Source: an optimization exercise on an open RTL-to-GDS flow (aim: a short achievable clock period and few clock cycles). Production flows keep margins and buffers that such runs may drop. Only simulation tests tie the RTL to the original design; equivalence was not proved.

--- design.v ---
`timescale 1ns / 1ps
module ALU(
    input [31:0] srcA,
    input [31:0] srcB,
    input [3:0] alu_fun,
    output logic [31:0] result
    );
    always_comb begin
        case (alu_fun)
            4'b0000: result = srcA + srcB;
            4'b1000: result = srcA - srcB;
            4'b0110: result = srcA | srcB;
            4'b0111: result = srcA & srcB;
            4'b0100: result = srcA ^ srcB;
            4'b0101: result = srcA >> srcB[4:0];
            4'b0001: result = srcA << srcB[4:0];
            4'b1101: result = $signed(srcA) >>> srcB[4:0];
            4'b0010: begin
                if ( $signed(srcA) < $signed(srcB) )
                    result = 32'd1;
                else 
                    result = 32'd0;
            end
            4'b0011: begin
                if ( srcA < srcB )
                    result = 32'd1;
                else 
                    result = 32'd0;
            end
            4'b1001: result = srcA;
            default: result = 32'd42;
        endcase
    end
endmodule
`timescale 1ns / 1ps
module BRANCH_ADDR_GEN(
    input [31:0] PC,
    input [31:0] JType,
    input [31:0] BType,
    input [31:0] IType,
    input [31:0] rs1,
    output logic [31:0] jal,
    output logic [31:0] branch,
    output logic [31:0] jalr
    );
    always_comb begin
        jal = PC + JType;
        branch = PC + BType;
        jalr = rs1 + IType;
    end
endmodule
`timescale 1ns / 1ps
module BRANCH_COND_GEN(
    input [31:0] rs1,
    input [31:0] rs2,
    output logic br_eq,
    output logic br_lt,
    output logic br_ltu
    );
    always_comb begin
        if (rs1 == rs2) begin
            br_eq = 1;
        end
        else 
            br_eq = 0;
        if ($signed(rs1) < $signed(rs2)) begin
            br_lt = 1;
        end
        else 
            br_lt = 0;
        if (rs1 < rs2) begin
            br_ltu = 1;
        end
        else 
            br_ltu = 0;
    end
endmodule
`timescale 1ns / 1ps
module CU_DCDR(
    input [2:0] ir14_12,
    input ir30,
    input [6:0] ir6_0,
    input int_taken,
    input br_eq,
    input br_lt,
    input br_ltu,
    output logic [3:0] alu_fun,
    output logic [1:0] alu_srcA,
    output logic [2:0] alu_srcB,
    output logic [2:0] pcSource,
    output logic [1:0] rf_wr_sel
    );
    always_comb begin
        alu_fun = 0;
        alu_srcA = 0;
        alu_srcB = 0;
        pcSource = 0;
        rf_wr_sel = 0;
        if (int_taken == 1'b1) begin
            pcSource = 3'd4;
        end
        else begin 
            case(ir6_0)
                7'b0110011: begin
                    rf_wr_sel = 2'b11;
                    alu_fun = {ir30, ir14_12};
                end
                7'b0000011:begin
                    rf_wr_sel = 2'b10;
                    alu_srcB = 2'b01;
                end
                7'b1100111: begin
                    case(ir14_12)
                        3'b000: begin
                            pcSource = 1;
                        end
                    endcase
                end
                7'b0010011: begin
                    rf_wr_sel = 2'b11;
                    alu_srcB = 3'b001;
                    if (ir14_12 == 3'b101) begin 
                        alu_fun = {ir30, ir14_12};
                    end
                    else begin
                        alu_fun = {1'b0, ir14_12};
                    end
                end
                7'b0100011: begin
                    alu_srcB = 2'b10;
                    case(ir14_12)
                        3'b000: begin
                        end
                        3'b001: begin
                        end
                        3'b010: begin
                        end
                    endcase
                end
                7'b1100011: begin
                    case(ir14_12)
                        3'b000: begin
                            if (br_eq == 1'b1) begin
                                pcSource = 3'd2;
                            end
                        end
                        3'b101: begin
                            if (br_lt == 1'b0 || br_eq == 1'b1)
                                pcSource = 3'd2;
                        end
                        3'b111: begin
                            if (br_ltu == 1'b0 || br_eq == 1'b1)
                                pcSource = 3'd2;
                        end
                        3'b100: begin
                            if (br_lt == 1'b1) begin
                                pcSource = 3'd2;
                            end
                        end
                        3'b110: begin
                            if (br_ltu == 1'b1) begin
                                pcSource = 3'd2;
                            end
                        end
                        3'b001: begin
                            if (br_eq == 1'b0)
                                pcSource = 3'd2;
                        end
                    endcase
                end
                7'b0110111: begin
                    rf_wr_sel = 2'b11;
                    alu_fun = 4'b1001;
                    alu_srcA = 2'b01;
                end
                7'b0010111: begin
                    rf_wr_sel = 2'b11;
                    alu_fun = 4'b0000;
                    alu_srcA = 2'b01;
                    alu_srcB = 3'b011;
                end
                7'b1101111: begin
                    pcSource = 3'b011;
                    alu_srcB = 3'b001;                
                end
                7'b1110011: begin
                    rf_wr_sel = 1'b1;
                    alu_fun = 4'b1001;
                    alu_srcB = 3'b100;
                    if (ir14_12 == 3'b011) begin
                        alu_fun = 4'b0111;
                    end
                    if (ir14_12 == 3'b010) begin
                        alu_fun = 4'b0110;
                    end
                    if(ir14_12 == 0) begin
                        rf_wr_sel = 0;
                        pcSource = 3'd5;
                    end
                end
                default: begin
                    alu_fun = 1111;
                end
            endcase
        end
    end
endmodule
`timescale 1ns / 1ps
module CU_FSM(
    input RST, 
    input INTR,
    input [6:0] ir6_0,
    input [2:0] ir14_12,
    input CLK,
    output logic PCWrite,
    output logic regWrite,
    output logic memWE2,
    output logic memRDEN1,
    output logic memRDEN2,
    output logic reset,
    output logic csr_WE,
    output logic int_taken,
    output logic mret_exec
    );
    typedef enum {ST_INIT, ST_FETCH, ST_EXEC, ST_WRITEBACK, ST_INTRPT} STATES;
    STATES PS, NS;
    always_ff @(posedge CLK) begin
        if (RST == 1'b1)
            PS <= ST_INIT;
        else
            PS <= NS;
    end
    always_comb begin
        PCWrite = 0;
        regWrite = 0;
        memWE2 = 0;
        memRDEN1 = 0;
        memRDEN2 = 0;
        reset = 0;
        csr_WE = 0;
        int_taken = 0;
        mret_exec = 0;
        case(PS)
            ST_INIT: begin
                NS = ST_FETCH;
                reset = 1'b1;
            end
            ST_FETCH: begin
                NS = ST_EXEC;
                memRDEN1 = 1'b1;
            end
            ST_EXEC: begin
                if (ir6_0 == 7'b0000011) begin
                    NS = ST_WRITEBACK;
                    PCWrite = 1'b0;
                    memRDEN2 = 1'b1;
                end
                else begin
                    if (INTR == 1'b1)
                        NS = ST_INTRPT;
                    else begin
                        NS = ST_FETCH;
                    end
                    PCWrite = 1'b1;
                    case (ir6_0)
                        7'b0110011: begin
                            regWrite = 1'b1;
                        end
                        7'b0010011: begin
                            regWrite = 1'b1;
                        end
                        7'b1100111: begin
                            regWrite = 1'b1;
                        end
                        7'b0100011: begin
                            memWE2 = 1'b1;
                        end
                        7'b1100011: begin
                        end
                        7'b0110111: begin
                            regWrite = 1'b1;
                        end
                        7'b0010111: begin
                            regWrite = 1'b1;
                        end
                        7'b1101111: begin
                            memRDEN1 = 1'b1; 
                            regWrite = 1'b1;
                        end
                        7'b1110011: begin
                            regWrite = 1'b1;
                            csr_WE = 1'b1;
                            if (ir14_12 == 3'b000) begin
                                regWrite = 1'b0;
                                mret_exec = 1'b1;
                            end
                        end
                        default: begin
                            PCWrite = 1'b1;
                            memRDEN1 = 1'b1;
                        end
                    endcase
                end
            end
            ST_WRITEBACK: begin
                if (INTR == 1'b1)
                    NS = ST_INTRPT;
                else begin
                    NS = ST_FETCH;
                end
                PCWrite = 1'b1;
                regWrite = 1'b1;
            end
            ST_INTRPT: begin
                NS = ST_FETCH;
                PCWrite = 1'b1;
                int_taken = 1'b1;
            end
            default: begin
                NS = ST_INIT;
            end
        endcase                   
    end
endmodule
`timescale 1ns / 1ps
module IMMED_GEN(
    input [31:7] INSTRUCT,
    output logic [31:0] U_TYPE,
    output logic [31:0] I_TYPE,
    output logic [31:0] S_TYPE,
    output logic [31:0] J_TYPE,
    output logic [31:0] B_TYPE
    );
    always_comb begin
        U_TYPE = { INSTRUCT[31:12], {12{1'b0}} };
        I_TYPE = { {21{INSTRUCT[31]}}, INSTRUCT[30:20] };
        S_TYPE = { {21{INSTRUCT[31]}}, INSTRUCT[30:25], INSTRUCT[11:7] };
        B_TYPE = { {20{INSTRUCT[31]}}, INSTRUCT[7], INSTRUCT[30:25], INSTRUCT[11:8], 1'b0 };
        J_TYPE = { {12{INSTRUCT[31]}}, INSTRUCT[19:12], INSTRUCT[20], 
            INSTRUCT[30:21], 1'b0 };
    end
endmodule
`timescale 1ns / 1ps
module PC(
    input PC_WRITE,
    input PC_RST,
    input [31:0] PC_DIN,
    input clk,
    output logic [31:0] PC_COUNT
    );
    always @ (posedge clk) begin
        if (PC_RST == 1'b1) 
            PC_COUNT <= 0;
        else if (PC_WRITE == 1'b1)
            PC_COUNT <= PC_DIN;
    end
endmodule
`timescale 1ns / 1ps
module REG_FILE(
    input [4:0] RF_ADR1,
    input [4:0] RF_ADR2,
    input RF_EN,
    input [4:0] RF_WA,
    input [31:0] RF_WD,
    input clk,
    output logic [31:0] RF_RS1,
    output logic [31:0] RF_RS2
    );
    logic [31:0] ram [0:31];
    assign  RF_RS1 = (RF_ADR1 == 5'd0) ? 32'd0 : ram[RF_ADR1];
    assign  RF_RS2 = (RF_ADR2 == 5'd0) ? 32'd0 : ram[RF_ADR2];
    always @ (posedge clk) begin
        if (RF_EN) begin
            if (RF_WA != 1'd0) begin
                ram[RF_WA] <= RF_WD;
            end
        end
    end
endmodule
`timescale 1ns / 1ps
module MEM_IF(
    input [31:0] ADDR,
    input [1:0] SIZE,
    input SIGN,
    input [31:0] WD,
    input [31:0] RAW,
    output logic [13:0] WORD_ADDR,
    output logic [3:0] BE,
    output logic [31:0] DIN,
    output logic [31:0] RD
    );
    logic [31:0] shifted;
    assign WORD_ADDR = ADDR[15:2];
    always_comb begin
        case (SIZE)
            2'b00: begin
                BE = 4'b0001 << ADDR[1:0];
                DIN = {4{WD[7:0]}};
            end
            2'b01: begin
                BE = ADDR[1] ? 4'b1100 : 4'b0011;
                DIN = {2{WD[15:0]}};
            end
            default: begin
                BE = 4'b1111;
                DIN = WD;
            end
        endcase
    end
    always_comb begin
        shifted = RAW >> {ADDR[1:0], 3'b000};
        case (SIZE)
            2'b00: RD = SIGN ? {24'd0, shifted[7:0]} : {{24{shifted[7]}}, shifted[7:0]};
            2'b01: RD = SIGN ? {16'd0, shifted[15:0]} : {{16{shifted[15]}}, shifted[15:0]};
            default: RD = RAW;
        endcase
    end
endmodule
`timescale 1ns / 1ps
module OTTER_MCU(
    input RST,
    input CLK,
    output [13:0] MEM_ADDR1,
    output MEM_RDEN1,
    input [31:0] MEM_DOUT1,
    output [13:0] MEM_ADDR2,
    output MEM_RDEN2,
    output MEM_WE2,
    output [3:0] MEM_BE2,
    output [31:0] MEM_DIN2,
    input [31:0] MEM_DOUT2
    );
    logic [31:0] jalr, branch, jal;
    logic MTVEC, MEPC, reset, PCWrite;
    logic [2:0] pcSource;
    logic [31:0] PC_4, PC_OUT, PC_DIN;
    logic [1:0] MEM_SIZE;
    logic MEM_SIGN, memRDEN1, memRDEN2, memWE2;
    logic [31:0] ir, DOUT2;
    logic [13:0] PC_15_2;
    logic [31:0] wd, rs1, rs2;
    logic [1:0] rf_wr_sel;
    logic csr_RD, regWrite;
    logic [4:0] adr1, adr2, wa;
    logic [24:0] INSTRUCT;
    logic [31:0] U_TYPE, I_TYPE, S_TYPE, J_TYPE, B_TYPE;
    logic [1:0] alu_srcA;
    logic [2:0] alu_srcB;
    logic [3:0] alu_fun;
    logic [31:0] srcA, srcB, result;
    logic br_eq, br_lt, br_ltu;
    logic csr_WE, int_taken, mret_exec;
    assign MTVEC = 0;
    assign MEPC = 0;
    always_comb begin
        case (pcSource)
            3'b000: PC_DIN = PC_4;
            3'b001: PC_DIN = jalr;
            3'b010: PC_DIN = branch;
            3'b011: PC_DIN = jal;
            3'b100: PC_DIN = MTVEC;
            3'b101: PC_DIN = MEPC;
            default: PC_DIN = 32'h42424242;
        endcase   
    end
    PC pc(.PC_WRITE(PCWrite), .PC_RST(reset), .PC_DIN(PC_DIN), .clk(CLK), .PC_COUNT(PC_OUT)); 
    assign PC_4 = PC_OUT + 4;
    assign MEM_SIZE = ir[13:12];
    assign MEM_SIGN = ir[14];
    assign PC_15_2 = {PC_OUT[15:2]};
    assign MEM_ADDR1 = PC_15_2;
    assign MEM_RDEN1 = memRDEN1;
    assign ir = MEM_DOUT1;
    assign MEM_RDEN2 = memRDEN2;
    assign MEM_WE2 = memWE2;
    MEM_IF mem_if(.ADDR(result), .SIZE(MEM_SIZE), .SIGN(MEM_SIGN), .WD(rs2),
        .RAW(MEM_DOUT2), .WORD_ADDR(MEM_ADDR2), .BE(MEM_BE2), .DIN(MEM_DIN2), .RD(DOUT2));
    assign csr_RD = 0;
    always_comb begin
        case (rf_wr_sel)
            2'b00: wd = PC_4;
            2'b01: wd = csr_RD;
            2'b10: wd = DOUT2;
            2'b11: wd = result;
        endcase       
    end
    assign adr1 = ir[19:15];
    assign adr2 = ir[24:20];
    assign wa = ir[11:7];
    REG_FILE reg_file(.RF_ADR1(adr1), .RF_ADR2(adr2), .RF_EN(regWrite), .RF_WA(wa), .RF_WD(wd), 
        .clk(CLK), .RF_RS1(rs1), .RF_RS2(rs2));
    assign INSTRUCT = ir[31:7];
    IMMED_GEN immed_gen(.INSTRUCT(INSTRUCT), .U_TYPE(U_TYPE), .I_TYPE(I_TYPE), 
    .S_TYPE(S_TYPE), .J_TYPE(J_TYPE), .B_TYPE(B_TYPE));
    BRANCH_ADDR_GEN branch_addr_gen(.PC(PC_OUT), .JType(J_TYPE), .BType(B_TYPE), .IType(I_TYPE), 
    .rs1(rs1), .jal(jal), .branch(branch), .jalr(jalr));
    BRANCH_COND_GEN branch_cond_gen(.rs1(rs1), .rs2(rs2), .br_eq(br_eq), .br_lt(br_lt), .br_ltu(br_ltu));
    always_comb begin
        case (alu_srcA)
            2'b00: srcA = rs1;
            2'b01: srcA = U_TYPE;
            2'b10: srcA = ~rs1;
            default: srcA = 32'h000ADEAD;
        endcase
    end
    always_comb begin
        case (alu_srcB)
            3'b000: srcB = rs2;
            3'b001: srcB = I_TYPE;
            3'b010: srcB = S_TYPE;
            3'b011: srcB = PC_OUT;
            3'b100: srcB = csr_RD;
            default: srcB = 32'h000BDEAD;
        endcase
    end
    ALU alu(.srcA(srcA), .srcB(srcB), .alu_fun(alu_fun), .result(result));
    CU_FSM cu_fsm(.RST(RST), .INTR(1'b0), .ir6_0(ir[6:0]), .ir14_12(ir[14:12]), .CLK(CLK), .PCWrite(PCWrite), .regWrite(regWrite), .memWE2(memWE2), 
        .memRDEN1(memRDEN1), .memRDEN2(memRDEN2), .reset(reset), .csr_WE(csr_WE), .int_taken(int_taken), .mret_exec(mret_exec));
    CU_DCDR cu_dcdr(.ir14_12(ir[14:12]), .ir30(ir[30]), .ir6_0(ir[6:0]), .int_taken(int_taken), .br_eq(br_eq), .br_lt(br_lt), .br_ltu(br_ltu), 
        .alu_fun(alu_fun), .alu_srcA(alu_srcA), .alu_srcB(alu_srcB), .pcSource(pcSource), .rf_wr_sel(rf_wr_sel)); 
endmodule
--- config.mk ---
export PLATFORM = sky130hd
export DESIGN_NAME = OTTER_MCU
export DESIGN_NICKNAME = OTTER_MCU
export VERILOG_FILES = /design/flow/design.v
export SDC_FILE = /design/flow/constraint.sdc
export NUM_CORES = 4
export LEC_CHECK = 0
export CAP_MARGIN = 20
export CORE_MARGIN = 2
export CORE_UTILIZATION = 40
export SLEW_MARGIN = 20
--- constraint.sdc ---
create_clock -name core_clock -period 11.0 [get_ports {CLK}]
set_input_delay 2.2000 -clock core_clock [delete_from_list [all_inputs] [get_ports {CLK}]]
set_output_delay 2.2000 -clock core_clock [all_outputs]
set_load 0.01 [all_outputs]
--- run.sh ---
#!/bin/bash
# synth_recipe.tcl (not shown) runs the flow's synth.tcl, then flattens the netlist and writes it again
# the make line also repeats each setting of config.mk as NAME=value (left out here)
make -C /OpenROAD-flow-scripts/flow DESIGN_CONFIG=/design/flow/config.mk WORK_HOME=/design/flow/orfs CLKGATE_MAP_FILE= SYNTH_SCRIPT=/design/flow/synth_recipe.tcl finish
==> results.sh <==
export IMPL_dr_pass1_iters=8
export IMPL_clkPwrFrac=0.338
export IMPL_synth_top_area_share=0.471
export IMPL_yosys_area_share_adder=0.0396
export IMPL_path_max_fanout=7
export IMPL_cts_tree="done"
export IMPL_max_freq_ghz=0.0926
export IMPL_placed_cells=7367
export IMPL_vias=50400
export IMPL_r2r_start="reg_file.ram[23][7]"
export IMPL_die_x_um=408
export IMPL_clockBufferDepth=3
export IMPL_p_sw_frac=0.314
export IMPL_avgSynthCellArea_um2=13.0
export IMPL_tns_ns=0
export IMPL_worst_setup_path_end_kind="output port"
export IMPL_yosys_area_share_simple=0.0781
export IMPL_grt_pass1_wl_um=378000
export IMPL_synth_mux_area_frac=0.223
export IMPL_setup_viol=0
export IMPL_grt_ovfl_total=0
export IMPL_via_per_inst=6.65
export IMPL_critPathLaunchType="primary input"
export IMPL_ys_seq_area_frac=0.481
export IMPL_cts_root_buffer_cell="clkbuf_16"
export IMPL_netlist_instances=5032
export IMPL_p_comb_frac=0.253
export IMPL_synthTopCellsByArea="edfxtp_1 (47%), mux4_2 (16%), mux2i_1 (5.8%)"
export IMPL_holdCritPathClass="reg2reg"
export IMPL_nets=5576
export IMPL_postCtsHoldBufs=0
export IMPL_gp_congestion=1.05
export IMPL_cts_made_buffers=110
export IMPL_postRouteAntennaNets=0
export IMPL_p_sw_mw=3.46
export IMPL_htree_levels=3
export IMPL_ir_worst_vdd_uv=123
export IMPL_start_util=0.402
export IMPL_drt_iter0_markers=7678
export IMPL_synth_most_common_cell="edfxtp_1"
export IMPL_required_ns=8.80
export IMPL_fill_cells=14500
export IMPL_whs_ns=0.580
export IMPL_rsz0062_at_grt="no"
export IMPL_synth_compound_area_share=0.123
export IMPL_antenna_found_initial=16
export IMPL_async_flop_share=0
export IMPL_p_total_mw=11.0
export IMPL_rows=148
export IMPL_max_stage_delay_ns=0.55
export IMPL_dieArea_um2=166000
export IMPL_maxSlewViolCount=0
export IMPL_synthTopCellsByCount="edfxtp_1 (1024), mux4_2 (450), mux2i_1 (378), nor2_1 (353), nand2_1 (311)"
export IMPL_synth_edf_count=1024
export IMPL_finalNonFillerCells=7572
export IMPL_synth_top_family_by_area="multiplexers"
export IMPL_wirelength_um=273000
export IMPL_numPortBuffers=132
export IMPL_cts_sinks=1058
export IMPL_place_ws_ns=0.306
export IMPL_ys_flop_type="edfxtp_1"
export IMPL_grt_pass1_vias=48500
export IMPL_cap_violations=0
export IMPL_grt_usage=0.320
export IMPL_synth_top_cell_by_area="edfxtp_1"
export IMPL_pwr_share_seq=0.409
export IMPL_routedWlPerCell_um=36.1
export IMPL_yosys_area_share_xor_xnor=0.0135
export IMPL_fin_crit_ns=10.79
export IMPL_ff2ff_path_depth=26
export IMPL_layout_area_seq_um2=31400
export IMPL_grt_max_degree=67
export IMPL_rrSetupSlack_ns=3.40
export IMPL_tightest_slew_ns=1.20
export IMPL_crit_arrival_ns=8.59
export IMPL_leakagePower_nw=26.6
export IMPL_crit_buf_inv=5
export IMPL_slowest_stage="clkdlybuf4s50_1"
export IMPL_path_delay_family="compound AO/OA/AOI/OAI gates"
export IMPL_syn_to_final_growth_pct=14.2
export IMPL_status="finished clean"
export IMPL_min_period_over_period=0.981
export IMPL_p_int_mw=7.56
export IMPL_clock_latency_ns=0.77
export IMPL_multiInputGateArea_um2=31700
export IMPL_pin_count=133
export IMPL_clock_skew_ns=0.0992
export IMPL_drive_gt1_frac=0.220
export IMPL_drc=0
export IMPL_hpwl_um=191000
export IMPL_hold_path_depth=2
export IMPL_slew_headroom=0.200
export IMPL_p_per_area_nw_per_um2=148
export IMPL_hold_end="pc.PC_COUNT[29]"
export IMPL_reg2reg_to="reg_file.ram[5][27]"
export IMPL_timing_final_ws_setup_ns=0.206
export IMPL_die_y_um=408
export IMPL_clk_transition_reported_paths_ns=0.05
export IMPL_hp_start="pc.PC_COUNT[29]"
export IMPL_syn_area_um2=65300
export IMPL_ys_ff_latch=1058
export IMPL_crit_chain="clkdlybuf4s50_1 > and4b_1 > and3_1 > a31o_1 > buf_4 > nor4_4 > a21o_2 > ha_1 > inv_1 > fa_1 > a21oi_1 > o21bai_1 > a21oi_1 > o2111ai_1 > o21ai_0 > a21oi_1 > o31ai_1 > o21ai_0 > nand3_2 > buf_4 > nor2_1 > o21ai_0 > clkdlybuf4s50_1"
export IMPL_critPathKind="in2out"
export IMPL_core_region_area_um2=162000
export IMPL_yosys_warnings=10
export IMPL_hold_violations=0
export IMPL_yosys_cell_types_count=118
[cells by family (layout without fill, tap and decap cells)]
group / Yosys count / count (layout)
flip-flops: 1058 / 1058
adder cells (fa/ha/maj): 204 / 204
multiplexers: 879 / 879
buffers and inverters: 526 / 856
other: 1 / 36
AO/OA/AOI/OAI: 1179 / 1179
XOR/XNOR: 101 / 101
AND/OR/NAND/NOR: 1084 / 1084
[power by group through the flow]
stage / sequential [mW] / clock (mW) / combinational, mW
after CTS: 4.50 / 3.76 / 2.70
after detailed placement: 4.58 / 0 / 2.69
after global placement: 4.58 / 0 / 2.70
after global routing: 4.50 / 3.91 / 2.92
final: 4.50 / 3.73 / 2.79
after floorplan: 4.57 / 0 / 1.63
[worst max-delay path by stage]
stage                       start    endpoint  depth (start not counted)
floorplan           MEM_DOUT1[20]  MEM_BE2[1]                         26
CTS                 MEM_DOUT1[20]  MEM_BE2[1]                         24
detailed placement  MEM_DOUT1[20]  MEM_BE2[1]                         24
global placement    MEM_DOUT1[20]  MEM_BE2[3]                         24
finish               MEM_DOUT1[2]  MEM_BE2[3]                         23
global route        MEM_DOUT1[23]  MEM_BE2[1]                         23
[layer usage]
layer  up-vias  GRT usage  part of all wire
met2      3361      0.497              0.45
met1     25600      0.410              0.37
li1      20600          -                 -
met5         -          0           0.00042
met4        18      0.177             0.067
met3       773     0.0815              0.11
[state kept, by name (all words and copies together) (netlist names)]
| register | count |
|---|---|
| reg_file.ram | 1024 |
| pc.PC_COUNT | 32 |
| cu_fsm.PS | 2 |
[layout make-up]
type | instances | area share
Tap cell | 2175 | 0.0365
Timing Repair Buffer | 502 | 0.0605
Sequential cell | 1058 | 0.422
Clock inverter | 67 | 0.00985
Inverter | 155 | 0.00787
Clock buffer | 132 | 0.0380
Antenna cell | 4 | 0.000134
Multi-Input combinational cell | 3479 | 0.426
[cells in the final DEF (no fill, tap or decap), types with 36 or more instances in the layout]
master,count
a21o_1,49
mux2i_1,376
edfxtp_1,1024
mux2_2,41
o21ai_0,202
o22ai_1,41
o211ai_1,38
nand2_1,311
nand3_1,100
buf_4,341
a22oi_1,132
a211oi_1,65
mux4_2,450
a21oi_1,273
nand2b_1,36
clkdlybuf4s50_1,124
nor2_1,317
xnor2_1,66
ha_1,200
and3_1,42
nor3_1,71
clkbuf_16,110
inv_1,136
a31oi_1,40
a221oi_1,45
[per-stage QoR]
step | cell area, um^2 | utilization
floorplan | 65400 | -
global placement | 70800 | 0.436
detailed placement | 70900 | 0.437
CTS | 74500 | 0.459
global route | 74600 | 0.459
finish | 74600 | 0.459
[tightest hold or removal path: stages, from the launching register on]
cell     delay, ns
dfxtp_1       0.37
nor2_1        0.12
nor3_1        0.05
[what timing repair did]
item	in CTS	in global routing
setup endpoints to repair	0	4
setup buffers	0	0
resized for setup	0	4
Testbench counts, summed over its fixed seeds: cycles 111,030.

what the ideal ports hide:
In the flow no input, the clock included, has a driving cell. The finished layout below was timed again as built, in two steps. Step 1: set_driving_cell puts a clkbuf_16 on CLK and a buf_2 on each other input, an assumption about the parent block. Step 2 times the ports against the registers' clock, not the clock port: input delays grow and output delays shrink by t, the midpoint of the rising clock arrivals with the driver on. a / b / c = ideal ports / drivers / drivers and shift; a / b = the first two.
t (ns): 0.807
setup slack, ns: 0.206 / 0.145 / 0.145
hold WS [ns]: 0.580 / 0.580 / 0.580
After both steps setup and hold are still met in this run. The setup slack of this run moves by -0.061 ns with the drivers and by -0.061 ns with both steps.
